From an optimization exercise on the open Yosys and OpenROAD flow, aimed at small area; shortcuts taken in it are not production practice. RTL that was checked went through simulation tests only; none was proved equivalent to the original. Power and IR drop assume default switching activity.

==> flow/design.v (excerpt) <==
module top(
    input CLK               ,
    input RST_N             ,
    input  SCL              ,
    input  SDA              ,
    output SDA_OUT          ,
    output OUT_EN           ,
    input [7:0] RO_ONE      ,
    input [7:0] RO_TWO      ,
    output [31:0] EFUSE_OUT ,
    output [7:0] CTRL_ONE       ,
    output [7:0] CTRL_TWO       ,
    output [7:0] CTRL_THREE     ,
    output VDD5V                ,
    input  Q                    ,
    output PGENB                ,
    output STROBE               ,
    output NR                   ,
    output [31:0] WE
    );
Size in the first run: about 1200 cells after synthesis, about 10000 um^2 of cells after synthesis.
==> flow/config.mk <==
export PLATFORM = sky130hd
export DESIGN_NAME = top
export DESIGN_NICKNAME = top
export VERILOG_FILES = /design/flow/design.v
export SDC_FILE = /design/flow/constraint.sdc
export NUM_CORES = 4
export LEC_CHECK = 0
export ABC_AREA = 1
export CAP_MARGIN = 20
export CORE_MARGIN = 2
export CORE_UTILIZATION = 40
export SLEW_MARGIN = 20
==> flow/constraint.sdc <==
create_clock -name core_clock -period 10.0 [get_ports {CLK}]
set_input_delay 2.0000 -clock core_clock [delete_from_list [all_inputs] [get_ports {CLK}]]
set_output_delay 2.0000 -clock core_clock [all_outputs]
set_load 0.01 [all_outputs]
standard.sh (not shown) runs the stock make flow with config.mk's settings and CLKGATE_MAP_FILE= SYNTH_SCRIPT=/design/flow/synth_recipe.tcl, a recipe that flattens the netlist after the stock synthesis.
==> flow/flow/run.sh <==
#!/bin/bash
# The standard layout (standard.sh) with three changes:
#  - synthesis maps logic with an area-only ABC script (flow/abc_area2.script);
#    everything else in synthesis, flip-flop mapping included, is unchanged
#  - port buffers use buf_1
#  - the clock tree uses clkbuf_8 with larger sink clusters and no dummy loads
set -euo pipefail
here=$(pwd)
export MY_ABC_SCRIPT=$here/flow/abc_area2.script
export BUFFER_PORTS_ARGS="-buffer_cell sky130_fd_sc_hd__buf_1"
export CTS_ARGS="-sink_clustering_enable -repair_clock_nets -buf_list {sky130_fd_sc_hd__clkbuf_8} -sink_clustering_size 12 -sink_clustering_max_diameter 60 -dont_use_dummy_load"
sed "s|SYNTH_SCRIPT=[^ ]*|SYNTH_SCRIPT=$here/flow/my_synth.tcl|" standard.sh > my_standard.sh
grep -q "SYNTH_SCRIPT=$here/flow/my_synth.tcl" my_standard.sh
bash my_standard.sh > standard.log 2>&1
==> flow/flow/abc_area2.script <==
strash
dch
map -a
strash
dch
map -a
topo
==> flow/flow/my_synth.tcl <==
proc synth {args} { yosys synth -nofsm -noshare {*}$args }
proc abc {args} {
  if {[info exists ::env(MY_ABC_SCRIPT)]} {
    set i [lsearch -exact $args -script]
    if {$i >= 0} { set args [lreplace $args $i [expr {$i+1}] -script $::env(MY_ABC_SCRIPT)] }
  }
  puts "abc args: $args"
  yosys abc {*}$args
}
source $::env(SCRIPTS_DIR)/synth.tcl
# left out here: clear keep_hierarchy, flatten, clean up, hide names made inside functions, write 1_2_yosys.v
Rerun with:
==> flow/flow/run.sh (replaced) <==
#!/bin/bash
# Standard ORFS layout with smaller port buffers and a clock tree without
# dummy loads; everything else (synthesis included) is the standard.sh.
set -euo pipefail
export BUFFER_PORTS_ARGS="-buffer_cell sky130_fd_sc_hd__buf_1"
export CTS_ARGS="-sink_clustering_enable -repair_clock_nets -buf_list {sky130_fd_sc_hd__clkbuf_4 sky130_fd_sc_hd__clkbuf_8} -dont_use_dummy_load"
bash standard.sh > standard.log 2>&1
removed: flow/flow/abc_area2.script
removed: flow/flow/my_synth.tcl
Outcome:
- total power came out higher by 11%
- count of clock-buffer cells in the layout goes up by 17
- register-to-register slack gets better by 0.67 ns
- sequential power shrinks by about 1%
Rerun with:
==> flow/flow/run.sh (replaced) <==
#!/bin/bash
# The standard layout (standard.sh) with three changes:
#  - synthesis maps logic with an area-only ABC script (flow/abc_area2.script);
#    everything else in synthesis, flip-flop mapping included, is unchanged
#  - port buffers use buf_1
#  - the clock tree uses clkbuf_8 with larger sink clusters and no dummy loads
set -euo pipefail
here=$(pwd)
export MY_ABC_SCRIPT=$here/flow/abc_area2.script
export BUFFER_PORTS_ARGS="-buffer_cell sky130_fd_sc_hd__buf_1"
export CTS_ARGS="-sink_clustering_enable -repair_clock_nets -buf_list {sky130_fd_sc_hd__clkbuf_8} -sink_clustering_size 12 -sink_clustering_max_diameter 50 -dont_use_dummy_load"
sed "s|SYNTH_SCRIPT=[^ ]*|SYNTH_SCRIPT=$here/flow/my_synth.tcl|" standard.sh > my_standard.sh
grep -q "SYNTH_SCRIPT=$here/flow/my_synth.tcl" my_standard.sh
bash my_standard.sh > standard.log 2>&1
==> flow/flow/abc_area2.script (new file) <==
strash
dch
map -a
strash
dch
map -a
topo
==> flow/flow/my_synth.tcl (new file) <==
proc synth {args} { yosys synth -nofsm -noshare {*}$args }
proc abc {args} {
  if {[info exists ::env(MY_ABC_SCRIPT)]} {
    set i [lsearch -exact $args -script]
    if {$i >= 0} { set args [lreplace $args $i [expr {$i+1}] -script $::env(MY_ABC_SCRIPT)] }
  }
  puts "abc args: $args"
  yosys abc {*}$args
}
source $::env(SCRIPTS_DIR)/synth.tcl
# left out here: clear keep_hierarchy, flatten, clean up, hide names made inside functions, write 1_2_yosys.v
--- a/flow/config.mk
+++ b/flow/config.mk
@@ -11 +11,2 @@
-export CORE_UTILIZATION = 40
+export CORE_UTILIZATION = 55
+export PLACE_DENSITY = 0.7
After rerunning:
- The new run went through all stages and came out clean
- sequential cell count stays the same
- via count drops by a little under a tenth
- routed wire length fell by a little under a tenth
- sequential share of layout area goes up by 4.8 points
- fmax is lower by a few percent
- worst setup slack gets worse by 0.15 ns
- utilization goes up by 18 points
No functional check of the RTL was part of any run of this note.

---

Another version of the RTL of top (not shown whole).
Size: ~190 flip-flops, roughly 9100 sq um of cells after synthesis.
clock: 10.0 ns
lec_check: 0
abc_area: 1
cap_margin: 20
core_margin: 2
core_utilization: 40
place_density: 0.9
slew_margin: 20
==> flow/flow/run.sh <==
#!/bin/bash
# The standard layout (standard.sh) with three changes:
#  - synthesis maps logic with an area-oriented ABC script
#    (flow/abc_area2.script: &deepsyn AIG optimisation, then &nf mapping with
#    relaxed delay), swapped in by flow/my_synth.tcl; everything else in
#    synthesis, flip-flop mapping included, is the standard synthesis
#  - port buffers use buf_1
#  - the clock tree uses clkbuf_8 with larger sink clusters and no dummy loads
set -euo pipefail
here=$(pwd)
export MY_ABC_SCRIPT=$here/flow/abc_area2.script
export BUFFER_PORTS_ARGS="-buffer_cell sky130_fd_sc_hd__buf_1"
export CTS_ARGS="-sink_clustering_enable -repair_clock_nets -buf_list {sky130_fd_sc_hd__clkbuf_8} -sink_clustering_size 14 -sink_clustering_max_diameter 50 -dont_use_dummy_load"
sed "s|SYNTH_SCRIPT=[^ ]*|SYNTH_SCRIPT=$here/flow/my_synth.tcl|" standard.sh > my_standard.sh
grep -q "SYNTH_SCRIPT=$here/flow/my_synth.tcl" my_standard.sh
bash my_standard.sh > standard.log 2>&1
==> flow/flow/abc_area2.script <==
strash
&get -n
&deepsyn -J 10
&put
strash
&get -n
&dch
&nf -R 1000 -C 32
&put
topo
==> flow/flow/my_synth.tcl <==
proc synth {args} { yosys synth -nofsm -noshare {*}$args }
proc abc {args} {
  if {[info exists ::env(MY_ABC_SCRIPT)]} {
    set i [lsearch -exact $args -script]
    if {$i >= 0} { set args [lreplace $args $i [expr {$i+1}] -script $::env(MY_ABC_SCRIPT)] }
  }
  puts "abc args: $args"
  yosys abc {*}$args
}
source $::env(SCRIPTS_DIR)/synth.tcl
# left out here: clear keep_hierarchy, flatten, clean up, hide names made inside functions, write 1_2_yosys.v
Rerun with:
- CORE_UTILIZATION: 40 -> 65
- PLACE_DENSITY: 0.9 -> 0.85
After rerunning: The new run completed with no timing, DRC or antenna violations. Sequential power is about the same. Area after synthesis does not change. Die area drops by well over a third. Via count climbs slightly. Utilization climbs by 28 points. Final area drops slightly. Worst setup slack is better by 0.0088 ns. Total power barely changes. Clock-buffer cell count does not change. Final cell count drops by a little under a tenth.
Rerun with:
- CORE_UTILIZATION: 65 -> 40
- PLACE_DENSITY: 0.85 -> unset
Wire length went up by a few percent.
Global-route usage went down by 14 points.
Total power went up slightly.
Clock power went up slightly.
Synthesized cell count is unchanged.
Die area went up by well over a third.
Combinational power went down slightly.
Rerun with:
- CAP_MARGIN: 20 -> 0
- SLEW_MARGIN: 20 -> 0
The changed run went through all stages and came out clean; total power hardly moves; global-route usage does not change; cell count stays the same; fmax barely changes; design area hardly moves; synthesized area stays the same; synthesized cell count does not change.

---

Another version of the RTL of top (not shown whole).
For scale: roughly 890 cells after synthesis, about 190 flip-flops.
Design top, start of the top module:
module top(
    input CLK               ,
    input RST_N             ,
    input  SCL              ,
    input  SDA              ,
    output SDA_OUT          ,
    output OUT_EN           ,
    input [7:0] RO_ONE      ,
    input [7:0] RO_TWO      ,
    output [31:0] EFUSE_OUT ,
    output [7:0] CTRL_ONE       ,
    output [7:0] CTRL_TWO       ,
    output [7:0] CTRL_THREE     ,
    output VDD5V                ,
    input  Q                    ,
    output PGENB                ,
    output STROBE               ,
    output NR                   ,
    output [31:0] WE
    );
    assign VDD5V = 1'b1;
    wire efuse_bypass     ;
    wire efuse_write      ;
    wire efuse_multiple_en ;
    wire [31:0] efuse_in  ;
    wire write              ;
    wire read               ;
    wire wr_done            ;
    wire rd_done            ;
    wire dshift             ;
    wire [31:0] data_in     ;
    wire rst_n_s            ;
    wire clk_div_r          ;
    clk_div u_clk_div(
        .clk        (CLK        ),
        .rst_n      (rst_n_s    ),
        .clk_div_r  (clk_div_r  )
        );
    sync_async_reset u_sync_async_reset(
        .clk    (CLK    ),
        .rst_n  (RST_N  ),
        .rst_n_s(rst_n_s)
   );
    main_state_machine u_main_state_machine(
        .clk            (CLK        )  ,
        .rst_n          (rst_n_s    )  ,
        .efuse_write    (efuse_write)  ,
        .efuse_in       (efuse_in   )  ,
        .efuse_out      (EFUSE_OUT  )  ,
        .efuse_bypass   (efuse_bypass) ,
        .efuse_multiple_en (efuse_multiple_en),
        .write          (write      )  ,
        .read           (read       )  ,
        .data_write     (data_in    )  ,
        .dshift         (dshift     )  ,
        .q              (Q          )  ,
        .wr_done        (wr_done    )  ,
        .rd_done        (rd_done    )
    );
    efuse_controller u_efuse_controller(
        .clk        (CLK        ),
        .ce         (~clk_div_r ),
        .rst_n      (rst_n_s    ),
        .wr         (write      ),
  ...
clock: 10.0 ns
lec_check: 0
abc_area: 1
cap_margin: 20
core_margin: 2
core_utilization: 40
slew_margin: 20
==> flow/flow/run.sh <==
#!/bin/bash
# The standard layout (standard.sh) with three changes:
#  - synthesis maps logic with an area-only ABC script (flow/abc_area2.script);
#    everything else in synthesis, flip-flop mapping included, is unchanged
#  - port buffers use buf_1
#  - the clock tree uses clkbuf_8 with larger sink clusters and no dummy loads
set -euo pipefail
here=$(pwd)
export MY_ABC_SCRIPT=$here/flow/abc_area2.script
export BUFFER_PORTS_ARGS="-buffer_cell sky130_fd_sc_hd__buf_1"
export CTS_ARGS="-sink_clustering_enable -repair_clock_nets -buf_list {sky130_fd_sc_hd__clkbuf_8} -sink_clustering_size 16 -sink_clustering_max_diameter 60 -dont_use_dummy_load"
sed "s|SYNTH_SCRIPT=[^ ]*|SYNTH_SCRIPT=$here/flow/my_synth.tcl|" standard.sh > my_standard.sh
grep -q "SYNTH_SCRIPT=$here/flow/my_synth.tcl" my_standard.sh
bash my_standard.sh > standard.log 2>&1
Scripts as last shown in full above: flow/flow/abc_area2.script, flow/flow/my_synth.tcl
Change:
==> flow/flow/abc_area2.script (replaced) <==
strash
&get -n
&deepsyn -J 10
&put
dch
map -a
strash
dch
map -a
topo
After rerunning: The new run passed the timing, DRC and antenna checks. Wire length went up by 19%. Critical path depth went up by 1. Synthesized cell count went up by 24%. Global-route usage went up by 4.5 points. Worst hold slack is better by 69 ps. Cell count went up by 18%. Power went up by 19%. Final area went up by 2.6%. Synthesized area went up by 2.9%. Via count went up by 11%.
Change:
==> flow/flow/run.sh (replaced) <==
#!/bin/bash
# The standard layout (standard.sh) with three changes:
#  - synthesis maps logic with an area-oriented ABC script
#    (flow/abc_area2.script: &deepsyn AIG optimisation, then &nf mapping with
#    relaxed delay), swapped in by flow/my_synth.tcl; everything else in
#    synthesis, flip-flop mapping included, is the standard synthesis
#  - port buffers use buf_1
#  - the clock tree uses clkbuf_8 with larger sink clusters and no dummy loads
set -euo pipefail
here=$(pwd)
export MY_ABC_SCRIPT=$here/flow/abc_area2.script
export BUFFER_PORTS_ARGS="-buffer_cell sky130_fd_sc_hd__buf_1"
export CTS_ARGS="-sink_clustering_enable -repair_clock_nets -buf_list {sky130_fd_sc_hd__clkbuf_8} -sink_clustering_size 14 -sink_clustering_max_diameter 50 -dont_use_dummy_load"
sed "s|SYNTH_SCRIPT=[^ ]*|SYNTH_SCRIPT=$here/flow/my_synth.tcl|" standard.sh > my_standard.sh
grep -q "SYNTH_SCRIPT=$here/flow/my_synth.tcl" my_standard.sh
bash my_standard.sh > standard.log 2>&1
==> flow/flow/abc_area2.script (replaced) <==
strash
&get -n
&deepsyn -J 10
&put
strash
&get -n
&dch
&nf -R 1000 -C 32
&put
topo
After rerunning:
- die area fell by about 2.7%
- clock power drops by about 2%
- core utilization went up by 0.32 points

## port drivers added, routing unchanged
In the flow no input, the clock included, has a driving cell. The finished layouts below were timed again as built, in two steps.
Step 1: set_driving_cell puts a clkbuf_16 on CLK and a buf_2 on each other input, an assumption about the parent block.
Step 2 times the ports against the registers' clock, not the clock port: input delays grow and output delays shrink by t, the midpoint of the rising clock arrivals with the driver on.
Three values: no drivers, after step 1, after step 2; two values: the first two.
run | t (ns) | setup WS [ns] | hold WS [ns]
the first run of note 1 | 0.583 | 6.050 / 6.007 / 6.538 | 0.357 / 0.357 / 0.357
the second run of note 1 | 0.560 | 6.215 / 6.169 / 6.729 | 0.344 / 0.344 / 0.344
the third run of note 1 | 0.573 | 6.061 / 6.021 / 6.531 | 0.254 / 0.254 / 0.254
the first run of note 2 | 0.514 | 6.228 / 6.186 / 6.563 | 0.235 / 0.235 / 0.235
the second run of note 2 | 0.506 | 6.237 / 6.200 / 6.543 | 0.321 / 0.321 / 0.321
the third run of note 2 | 0.514 | 6.260 / 6.215 / 6.607 | 0.312 / 0.312 / 0.312
the fourth run of note 2 | 0.512 | 6.261 / 6.216 / 6.611 | 0.312 / 0.312 / 0.312
the first run of note 3 | 0.503 | 6.298 / 6.253 / 6.756 | 0.291 / 0.291 / 0.291
the second run of note 3 | 0.504 | 6.217 / 6.176 / 6.496 | 0.360 / 0.360 / 0.360
the third run of note 3 | 0.503 | 6.298 / 6.253 / 6.756 | 0.291 / 0.291 / 0.291
After both steps every run listed still meets setup and hold.
